This design comes from an exercise in tuning for small area on the open sky130 flow, not from production work.
Function was checked by simulation only, so behaviour that the tests miss may differ from the original.
No activity file was given, so power comes from the tool's default toggle rates.

### flow/design.v
module StateMain(
     input clock,
     input reset,
     input StrobeIn,
     input LDistIn,
     input RDistIn,
     output [15:0] LED,
     output reg IN1,
     output reg IN2,
     output reg IN3,
     output reg IN4,
     output PWM,
     input colorsense, 
     output reg [1:0] filter_select,  
     output reg [2:0] color_out,
     output reg [3:0] an,
     output reg [6:0] seg
     );
localparam TURN_CYCLES    = 14000;    
localparam STROBE_CYCLES  = 999;      
localparam PWM_PERIOD     = 16666;    
localparam COLOR_WINDOW   = 5000;     
localparam FLICKER_CYCLES = 2000;     
localparam DISP_CYCLES    = 20000;    
parameter S0 = 0,  
          S1 = 1,  
          S2 = 2,  
          S3 = 3,  
          S4 = 4;  
reg [3:0] state;
reg [30:0] TurnCounter;
reg [15:11] LEDstate;
reg [10:9] LEDstrobe;
reg [1:0] strobe;
reg [7:0] PWMVal;
assign LED = {LEDstate, LEDstrobe, 9'b0};
reg [27:0] StrobeCounter;
reg [10:0]morse;
reg flip;
parameter GO = 11'b11101110100, STOP = 11'b10101000000, PAUSE = 11'b10111011101, RESUME = 11'b10111010000;
     always @ (posedge clock) begin
       if (reset) begin
          state <= S0;
          TurnCounter <= 0;
          LEDstate <= 0;
          IN1 <= 0;
          IN2 <= 0;
          IN3 <= 0;
          IN4 <= 0;
          PWMVal <= 0;
       end
       else
          case(state)
               S0:  
                    if(strobe==2'b10) begin  
                        state <= S2;  
                    end
                    else begin
                        LEDstate <= 5'b10000;  
                        IN1 <= 1;
                        IN3 <= 0;
                        IN2 <= 0;
                        IN4 <= 1;
                        PWMVal <= 0;
                    end
               S1:  
                    if(strobe==2'b11) begin  
                        state <= S2;  
                    end
                    else begin
                        LEDstate <= 5'b01000;  
                        IN1 <= 1;
                        IN3 <= 0;
                        IN2 <= 0;
                        IN4 <= 1;
                        PWMVal <= 0;
                    end
               S2:  
                    if(strobe==2'b00) begin    
                        state <= S0;
                    end
                    else if(strobe==2'b01) begin
                        state <= S1;  
                    end
                    else if(LDistIn==1) begin
                        state <= S3;  
                    end
                    else if(RDistIn==1) begin
                        state <= S4;  
                    end
                    else begin
                        LEDstate <= 5'b00100;  
                        IN1 <= 1;
                        IN2 <= 0;
                        IN3 <= 0;
                        IN4 <= 1;
                        PWMVal <= 50;
                    end
                 S3: 
                        begin
                        LEDstate <= 5'b00010;  
                        IN1 <= 0;
                        IN2 <= 1;
                        IN3 <= 0;
                        IN4 <= 1;
                        PWMVal <= 35;
                        if(TurnCounter>=TURN_CYCLES) begin  
                             TurnCounter <= 0;  
                             state <= S2;  
                             end
                        else begin
                             TurnCounter <= TurnCounter +1;
                             end
                         end
                 S4: 
                        begin
                        LEDstate <= 5'b00001;  
                        IN1 <= 1;
                        IN2 <= 0;
                        IN3 <= 1;
                        IN4 <= 0;
                        PWMVal <= 35;
                        if(TurnCounter>=TURN_CYCLES) begin  
                             TurnCounter <= 0;  
                             state <= S2;  
                             end
                        else begin
                             TurnCounter <= TurnCounter +1;
                             end
                         end
                 default: ;
          endcase
     end
wire flip_rise = (StrobeCounter > STROBE_CYCLES) && !flip;
wire [10:0] morse_next = {morse[9:0], StrobeIn};
always@(posedge clock) begin
    if (reset) begin
         StrobeCounter <= 0;
         flip <= 0;
    end
    else if(StrobeCounter > STROBE_CYCLES)
         begin
            StrobeCounter <= 0;
            flip <= !flip;
         end
    else
            StrobeCounter <= StrobeCounter + 1;
 end
    always@ (posedge clock) begin
        if (reset) begin
            morse <= 0;
            strobe <= 2'b10;
            LEDstrobe <= 0;
        end
        else if (flip_rise) begin
            morse <= morse_next;
            case(morse_next)
               STOP:
                    begin
                    strobe <= 2'b00;
                    LEDstrobe <= 2'b00;
                    morse <= 0;
                    end
               PAUSE:
                    begin
                    strobe <= 2'b01;
                    LEDstrobe <= 2'b01;
                    morse <= 0;
                    end
               GO:
                    begin
                    strobe <= 2'b10;
                    LEDstrobe <= 2'b10;
                    morse <= 0;
                    end
               RESUME:
                    begin
                    strobe <= 2'b11;
                    LEDstrobe <= 2'b11;
                    morse <= 0;
                    end
               default: ;
            endcase
        end
    end
reg[20:0]counter; 
reg[20:0]width;  
reg PWMtemp;
always@(posedge clock)begin
        if (reset) begin
            counter <= 0;
            PWMtemp <= 0;
        end
        else begin
            if(counter == PWM_PERIOD)
                counter <= 0;
            else
                counter <= counter +1;
            if(counter < width)
                PWMtemp <= 1;
            else
                PWMtemp <= 0;
        end
    end
    always@(posedge clock)begin
        if (reset)
            width <= 0;
        else
        case(PWMVal)
                7'd0:width <= 21'd0;          
                7'd5:width <= 21'd833;        
                7'd10:width <= 21'd1666;      
                7'd15:width <= 21'd2499;      
                7'd20:width <= 21'd3333;      
                7'd25:width <= 21'd4166;      
                7'd30:width <= 21'd4999;      
                7'd35:width <= 21'd5833;      
                7'd40:width <= 21'd6666;      
                7'd45:width <= 21'd7499;      
                7'd50:width <= 21'd8333;      
                7'd55:width <= 21'd9166;      
                7'd60:width <= 21'd9999;      
                7'd65:width <= 21'd10833;     
                7'd70:width <= 21'd11666;     
                7'd75:width <= 21'd12500;     
                7'd80:width <= 21'd13333;     
                7'd85:width <= 21'd14166;     
                7'd90:width <= 21'd15000;     
                7'd95:width <= 21'd15833;     
                7'b100:width <= 21'd16665;    
                default: ;
        endcase
 end
 assign PWM = PWMtemp;
reg sig_dly;
reg [20:0] freq_count; 
reg [26:0] clr_counter;  
reg enable;
reg done;
reg all_filters_done;
reg [20:0] frequency;
reg [1:0] filter_count;
reg [20:0] red_freq;
reg [20:0] blue_freq;
reg [20:0] clear_freq;
reg [20:0] green_freq;
wire pe;
always @(posedge clock)
    if (reset) sig_dly <= 0;
    else sig_dly <= colorsense;
assign pe = colorsense & ~sig_dly;
always @ (posedge clock)
          if (reset)
          begin
               frequency <= 0;
               freq_count <= 0;
               clr_counter <= 0;
               done <= 0;
               filter_count <= 0;
          end
          else if(~enable)
          begin
               frequency <= 0;
               freq_count <= 0;
               clr_counter <= 0;
               done <= 0;
          end
          else begin
               if (clr_counter < COLOR_WINDOW)
               begin
                    clr_counter <= clr_counter + 1;
                    if(pe)
                    begin
                        freq_count <= freq_count + 1;
                    end
               end
               else begin
                    frequency <= freq_count * 20;
                    freq_count <= 0;
                    clr_counter <= 0;
                    done <= 1;
                    filter_count <= filter_count +1;
               end
          end
always @ (posedge clock)
begin
    if (reset) begin
        filter_select <= 2'b00;
        red_freq <= 0;
        blue_freq <= 0;
        clear_freq <= 0;
        green_freq <= 0;
        enable <= 1;
        all_filters_done <= 0;
        color_out <= 3'b000;
    end
    else begin
            all_filters_done <= 0;
            case(filter_count)
                    1:
                        begin
                        if (done)
                        begin
                            filter_select <= 2'b01;  
                            red_freq <= frequency;
                            enable <= 0;
                        end
                        else enable <= 1;
                        end
                    2:
                        begin
                        if (done)
                        begin
                            filter_select <= 2'b10; 
                            blue_freq <= frequency;
                            enable <=0;
                        end
                        else enable <= 1;
                        end
                    3:
                        begin
                        if (done)
                        begin
                            filter_select <= 2'b11; 
                            clear_freq <= frequency;
                            enable <=0;
                        end
                        else enable <= 1;
                        end
                    0:
                        begin
                        if (done)
                        begin
                            filter_select <= 2'b00;  
                            green_freq <= frequency;
                            enable <= 0;
                            all_filters_done <= 1;
                        end
                        else enable <= 1;
                        end
            endcase
    if (all_filters_done)
    begin
        if (red_freq < 4500 && blue_freq < 4500 && clear_freq < 9000 && green_freq < 4200)
            begin
                color_out <= 3'b000;   
            end
            else if (green_freq > (red_freq - 1000) && green_freq > (blue_freq - 500))
            begin
                if ((green_freq > 6000))
                color_out <= 3'b100;
            end
            else if (red_freq > blue_freq && red_freq > green_freq)
            begin
                if ((red_freq > 9000)&&(green_freq < 7000)&&(blue_freq < 7000))
                color_out <= 3'b001;
            end
            else if (blue_freq > red_freq && blue_freq > green_freq)
            begin
                if ((blue_freq > 6500)&&(red_freq < 5000))
                color_out <= 3'b010;
            end
            else
            begin
                color_out <= 3'b000;
            end
        enable <= 1;
    end
    end
end
 reg [10:0] count;    
 always @ (posedge clock)
   if (reset) count <= 0;
   else count <= count + 1;
     wire [1:0] refresh;
     assign refresh = count[10:9];
     reg [1:0] DispState;
     reg [30:0] DispCounter;  
     reg [30:0] FlickerCounter;  
     reg [2:0] LatentDispColor;  
     always @ (posedge clock)begin  
       if (reset) begin
            DispState <= 0;
            DispCounter <= 0;
            FlickerCounter <= 0;
            LatentDispColor <= 0;
       end
       else
        case(DispState)
            0:
                    if(color_out==3'b001||color_out==3'b010||color_out==3'b100) begin
                        LatentDispColor <= color_out;
                        DispState <= 1;
                    end
                    else begin
                        DispState<=0;
                    end
            1:
                        if(FlickerCounter>=FLICKER_CYCLES) begin
                             if(color_out==3'b001||color_out==3'b010||color_out==3'b100) begin
                                LatentDispColor <= color_out;
                                DispState <= 2;
                             end
                             else begin
                             FlickerCounter <= 0;  
                             DispState <= 0;
                             end
                        end
                        else begin
                             FlickerCounter <= FlickerCounter +1;
                        end
            2:
                        if(DispCounter>=DISP_CYCLES) begin  
                             DispCounter <= 0;  
                             LatentDispColor <= 0;
                             DispState <= 0;
                        end
                        else begin
                             DispCounter <= DispCounter +1;
                        end
            default: ;
        endcase
     end
     always @ (posedge clock)begin
     if (reset) begin
          an <= 4'b1111;
          seg <= 7'b0000000;
     end
     else if ((strobe==2'b10 || strobe==2'b11) && (DispState==2 && LatentDispColor==3'b001))begin  
          case(refresh)
          2'b00: begin an <= 4'b0111; seg <= 7'b0101111; end
          2'b01: begin an <= 4'b1011; seg <= 7'b0000110; end
          2'b10: begin an <= 4'b1101; seg <= 7'b0100001; end
          2'b11: begin an <= 4'b1110; seg <= 7'b1111111; end
          endcase
          end
       else if ((strobe==2'b10 || strobe==2'b11) && (DispState==2 && LatentDispColor==3'b010))begin  
          case(refresh)
          2'b00: begin an <= 4'b0111; seg <= 7'b0000011; end
          2'b01: begin an <= 4'b1011; seg <= 7'b1000111; end
          2'b10: begin an <= 4'b1101; seg <= 7'b1100011; end
          2'b11: begin an <= 4'b1110; seg <= 7'b0000110; end
          endcase
          end
        else if ((strobe==2'b10 || strobe==2'b11) && (DispState==2 && LatentDispColor==3'b100))begin  
          case(refresh)
          2'b00: begin an <= 4'b0111; seg <= 7'b0010000; end
          2'b01: begin an <= 4'b1011; seg <= 7'b0101111; end
          2'b10: begin an <= 4'b1101; seg <= 7'b0101011; end
          2'b11: begin an <= 4'b1110; seg <= 7'b1111111; end
          endcase
          end
          else begin
          case(refresh)
          2'b00: begin an <= 4'b0111; seg <= 7'b0000000; end
          2'b01: begin an <= 4'b1011; seg <= 7'b0000000; end
          2'b10: begin an <= 4'b1101; seg <= 7'b0000000; end
          2'b11: begin an <= 4'b1110; seg <= 7'b0000000; end
          endcase
          end
      end
endmodule
module VerilogFile(
input SW0,
input SW1,
input clock,
input reset,
output IN1,
output IN2,
output IN3,
output IN4,
output PWMA,
output PWMB,
output [15:0] LED,
output[3:0] an,
output[6:0] seg,
input LDistIn,
input RDistIn,
input StrobeIn,
output [1:0]filter_select,
input colorsense,
output [2:0] color_out
);
StateMain u4(.clock(clock),.reset(reset),.IN1(IN1),.IN2(IN2),.IN3(IN3),.IN4(IN4),.LDistIn(LDistIn),.RDistIn(RDistIn),.LED(LED),.StrobeIn(StrobeIn),.PWM(PWMA),
.filter_select(filter_select),.colorsense(colorsense),.color_out(color_out),.an(an),.seg(seg));
assign PWMB = PWMA;
endmodule
### flow/run.sh
#!/bin/bash
# synth_recipe.tcl (not shown) runs the flow's synth.tcl, then flattens the netlist and writes it again
# the make line also repeats each setting of config.mk as NAME=value (left out here)
make -C /OpenROAD-flow-scripts/flow DESIGN_CONFIG=/design/flow/config.mk WORK_HOME=/design/flow/orfs CLKGATE_MAP_FILE= SYNTH_SCRIPT=/design/flow/synth_recipe.tcl finish
### flow/config.mk
export PLATFORM = sky130hd
export DESIGN_NAME = VerilogFile
export DESIGN_NICKNAME = VerilogFile
export VERILOG_FILES = /design/flow/design.v
export SDC_FILE = /design/flow/constraint.sdc
export NUM_CORES = 4
export LEC_CHECK = 0
export CAP_MARGIN = 20
export CORE_MARGIN = 2
export CORE_UTILIZATION = 40
export SLEW_MARGIN = 20
### flow/constraint.sdc
create_clock -name core_clock -period 10.0 [get_ports {clock}]
set_input_delay 2.0000 -clock core_clock [delete_from_list [all_inputs] [get_ports {clock}]]
set_output_delay 2.0000 -clock core_clock [all_outputs]
set_load 0.01 [all_outputs]
==> run summary <==
layout make-up:
| type | count | area [sq um] | area share |
|---|---|---|---|
| timing repair buffer | 39 | 387 | 0.0194 |
| inverter | 84 | 315 | 0.0158 |
| tap | 585 | 732 | 0.0367 |
| sequential | 352 | 7050 | 0.353 |
| multi-input combinational | 1592 | 10000 | 0.504 |
| clock buffer | 58 | 1180 | 0.0591 |
| clock inverter | 16 | 243 | 0.0122 |
layout by cell type (no fill, tap or decap), drive strengths merged, types with 16 or more instances in the layout:
| master | synthesis | layout |
|---|---|---|
| dfxtp | 352 | 352 |
| nand2 | 252 | 252 |
| nor2 | 227 | 227 |
| a21oi | 191 | 191 |
| ha | 166 | 166 |
| inv | 82 | 83 |
| o21ai | 76 | 76 |
| nand3 | 62 | 62 |
| clkbuf | 67 | 58 |
| xnor2 | 57 | 57 |
| xor2 | 47 | 47 |
| and2 | 45 | 45 |
| and3 | 41 | 41 |
| conb | 1 | 41 |
| nor4 | 38 | 38 |
| nand4 | 33 | 33 |
| clkdlybuf4s50 | 0 | 33 |
| nor3 | 33 | 33 |
| a21o | 23 | 23 |
| mux2i | 22 | 22 |
| or3 | 22 | 22 |
| a31oi | 17 | 17 |
| nor2b | 16 | 16 |
registers in the layout, indices dropped and copies added (netlist names), 7 cells and up:
| name | cells |
|---|---|
| u4.count | 11 |
| u4.seg | 7 |
| u4.red_freq | 19 |
| u4.clear_freq | 18 |
| u4.green_freq | 19 |
| u4.FlickerCounter | 31 |
| u4.morse | 10 |
| u4.DispCounter | 31 |
| u4.freq_count | 19 |
| u4.counter | 21 |
| u4.blue_freq | 19 |
| u4.frequency | 19 |
| u4.TurnCounter | 31 |
| u4.StrobeCounter | 28 |
| u4.clr_counter | 27 |
power groups by stage:
stage	combinational [uW]	sequential, uW	clock, uW
floorplan	97.8	1470	0
CTS	128	1440	1590
finish	126	1440	1540
detailed placement	127	1470	0
global route	141	1440	1650
global placement	125	1470	0
path summary, 6_finish.rpt:
path                                                     end  slack [ns]  cells after the start
worst max register to register  u4.color_out[0]$_SDFFE_PP0P_        5.60                     15
worst max-delay path            u4.color_out[0]$_SDFFE_PP0P_        5.60                     15
worst min register to register          u4.flip$_SDFFE_PP0N_        0.45                      2
worst min-delay path                    u4.flip$_SDFFE_PP0N_        0.45                      2
per-stage QoR:
step	setup slack (ns)	cell area, sq um	instances
3_5_place_dp	5.64	18500	2651
5_1_grt	5.40	20000	2726
2_1_floorplan	6.43	17800	2114
4_1_cts	5.62	19900	2725
3_3_place_gp	5.63	18500	2651
6_report	5.60	20000	2726
metal layers:
layer / wire (um) / vias to the layer above / share of wire / global-route usage
li1: - / 7317 / - / -
met1: 19000 / 6637 / 0.48 / 0.228
met2: 18200 / 186 / 0.46 / 0.285
met3: 1500 / 52 / 0.038 / 0.0320
met4: 949 / 0 / 0.024 / 0.0555
met5: 0 / - / 0 / 0
worst max-delay path, stage by stage, from the launching register on:
cell	delay, ns
dfxtp_1	0.37
inv_1	0.14
ha_1	0.27
and3b_1	0.27
a21boi_1	0.43
nor3b_1	0.30
xnor2_1	0.10
ha_1	0.33
nand2_1	0.09
nor4_1	0.61
nand4b_1	0.26
nand4_1	0.16
a211o_1	0.23
o21ai_1	0.14
a31o_2	0.28
mux2_1	0.31
kinds of logic after synthesis:
family / count (synthesis) / share of synthesized area
adder cells (fa/ha/maj): 167 / 0.119
XOR/XNOR: 104 / 0.0517
multiplexers: 23 / 0.0131
buffers and inverters: 170 / 0.0395
AND/OR/NAND/NOR: 845 / 0.235
flip-flops: 352 / 0.400
AO/OA/AOI/OAI: 412 / 0.142
other: 1 / 0.000213
==> flow_metrics.py <==
metrics = {
    "outcome": {
        "status": "timing/DRC/antenna clean",
    },
    "grt": {
        "grt_max_degree": 83,
        "antenna_found_initial": 0,
        "overflow": 0,
        "grt_pass1_wl_um": 66800,
        "grt_pass1_vias": 13654,
        "grt_use_total": 0.173,
    },
    "setup_path": {
        "worstPathMaxFanout": 7,
        "path_class": "reg -> reg",
        "rr_startpoint": "u4.red_freq[3]$_SDFFE_PP0P_",
        "startpoint": "u4.red_freq[3]$_SDFFE_PP0P_",
        "end_kind": "register",
        "crit_required_ns": 10.45,
        "arrival_ns": 4.85,
        "cp-start-kind": "register",
    },
    "logic_synthesis": {
        "synth_common_cells": "dfxtp_1 (352), nand2_1 (252), nor2_1 (227)",
        "synthFlopType": "dfxtp_1",
        "yosysTopAreaCell": "dfxtp_1",
        "ys_warn_count": 1,
        "synth_edf_count": 0,
        "synth_top_cell_area_share": 0.400,
        "yosysMostFrequentCell": "dfxtp_1",
        "ys_top_cells_by_area": "dfxtp_1 (40%), ha_1 (12%), a21oi_1 (5.4%), nand2_1 (5.4%), nor2_1 (4.8%)",
        "synthCells": 2074,
        "ys_seq_area_frac": 0.400,
        "async_flop_share": 0,
        "syn-cell-area_sq_um": 17600,
        "synth-seq-cells": 352,
        "ys_types": 81,
        "postSynthAreaPerCell_sq_um": 8.50,
    },
    "sta": {
        "period_minus_slack_ns": 4.40,
        "worst_pin_slew_ns": 0.930,
        "fmax_ghz": 0.227,
        "rsz0062_at_grt": "no",
        "holdWs_ns": 0.448,
        "period_share": 0.440,
        "final_max_slew_viol_count": 0,
        "final.setup_skew_ns": 0.0162,
        "setup-violations-final": 0,
        "slew_headroom": 0.372,
        "final.setup.tns_ns": 0,
        "hold_viol": 0,
    },
    "place": {
        "io_buffers": 34,
        "globalplace.congestion": 0.890,
        "hpwlAfterDp_um": 28300,
    },
    "drt": {
        "detail-route-antenna-nets": 0,
        "drt-total-wl_um": 39600,
        "drc": 0,
        "wl_per_cell_um": 14.5,
        "drt_iter0_drc": 884,
        "vias": 14192,
        "viasPerCell": 5.21,
        "drt_pass1_iterations": 5,
    },
    "power_and_ir_drop": {
        "combPwrFrac": 0.041,
        "leakage_uw": 0.00792,
        "power_frac_seq": 0.464,
        "p_per_area_nw_per_um2": 156,
        "peakVddDrop_mv": 0.136,
        "p_sw_frac": 0.227,
        "p_total_uw": 3110,
        "clockPowerShare": 0.495,
        "p_switching_uw": 706,
        "internal_power_uw": 2400,
    },
    "clocking": {
        "cts_tree": "done",
        "path_clk_slew_ns": 0.06,
        "cts_buffers": 40,
        "htreeDepth": 2,
        "root_buffer": "clkbuf_16",
        "post_cts_resized": 0,
        "cts_setup_buffers": 0,
        "cts_hold_buf": 0,
        "clock_path_buffers": 3,
        "clock_sinks": 352,
        "clk-insertion-delay-late_ns": 0.58,
    },
    "cells_and_area": {
        "diodes": 0,
        "nNetsFinal": 2284,
        "final_core_util": 0.461,
        "fillCellCount": 4193,
        "synthToLayoutAreaGrowth_pct": 13.2,
        "drive_gt1_frac": 0.0453,
    },
    "min_path": {
        "hold_start": "u4.flip$_SDFFE_PP0N_",
        "hold_path_class": "reg -> reg",
    },
    "floorplan": {
        "dieHeight_um": 214,
        "die-width_um": 214,
        "row_count": 76,
        "io_pins": 46,
        "start_util": 0.407,
        "core_sq_um": 43300,
        "dieArea_sq_um": 45800,
    },
    "job": {
        "maxCapViolations": 0,
    },
}

==> port drivers added, routing unchanged <==
No port has a modelled driver above. Below, the same layout with a new extraction and two added sets of constraints.
Step 1 (the two cells are an assumption about what drives the block):
set clk [get_ports {clock}]
set_driving_cell -lib_cell sky130_fd_sc_hd__clkbuf_16 $clk
set_driving_cell -lib_cell sky130_fd_sc_hd__buf_2 [delete_from_list [all_inputs] $clk]
Step 2 times the ports against the registers' clock, not the clock port: input delays grow and output delays shrink by t, the midpoint of the rising clock arrivals with the driver on.
Slacks: ideal ports / drivers / drivers and shift; pairs: ideal ports / drivers.
shift t [ns]: 0.621
setup WS [ns]: 5.604 / 5.604 / 5.604
hold WS [ns]: 0.448 / 0.448 / 0.448
worst data-port slew with drivers (ns): 0.04
cell pins on the clock port's net: 1
After both steps setup and hold are still met in this run. For this run, drivers alone change the setup slack by 0.000 ns; drivers and shift together by 0.000 ns.
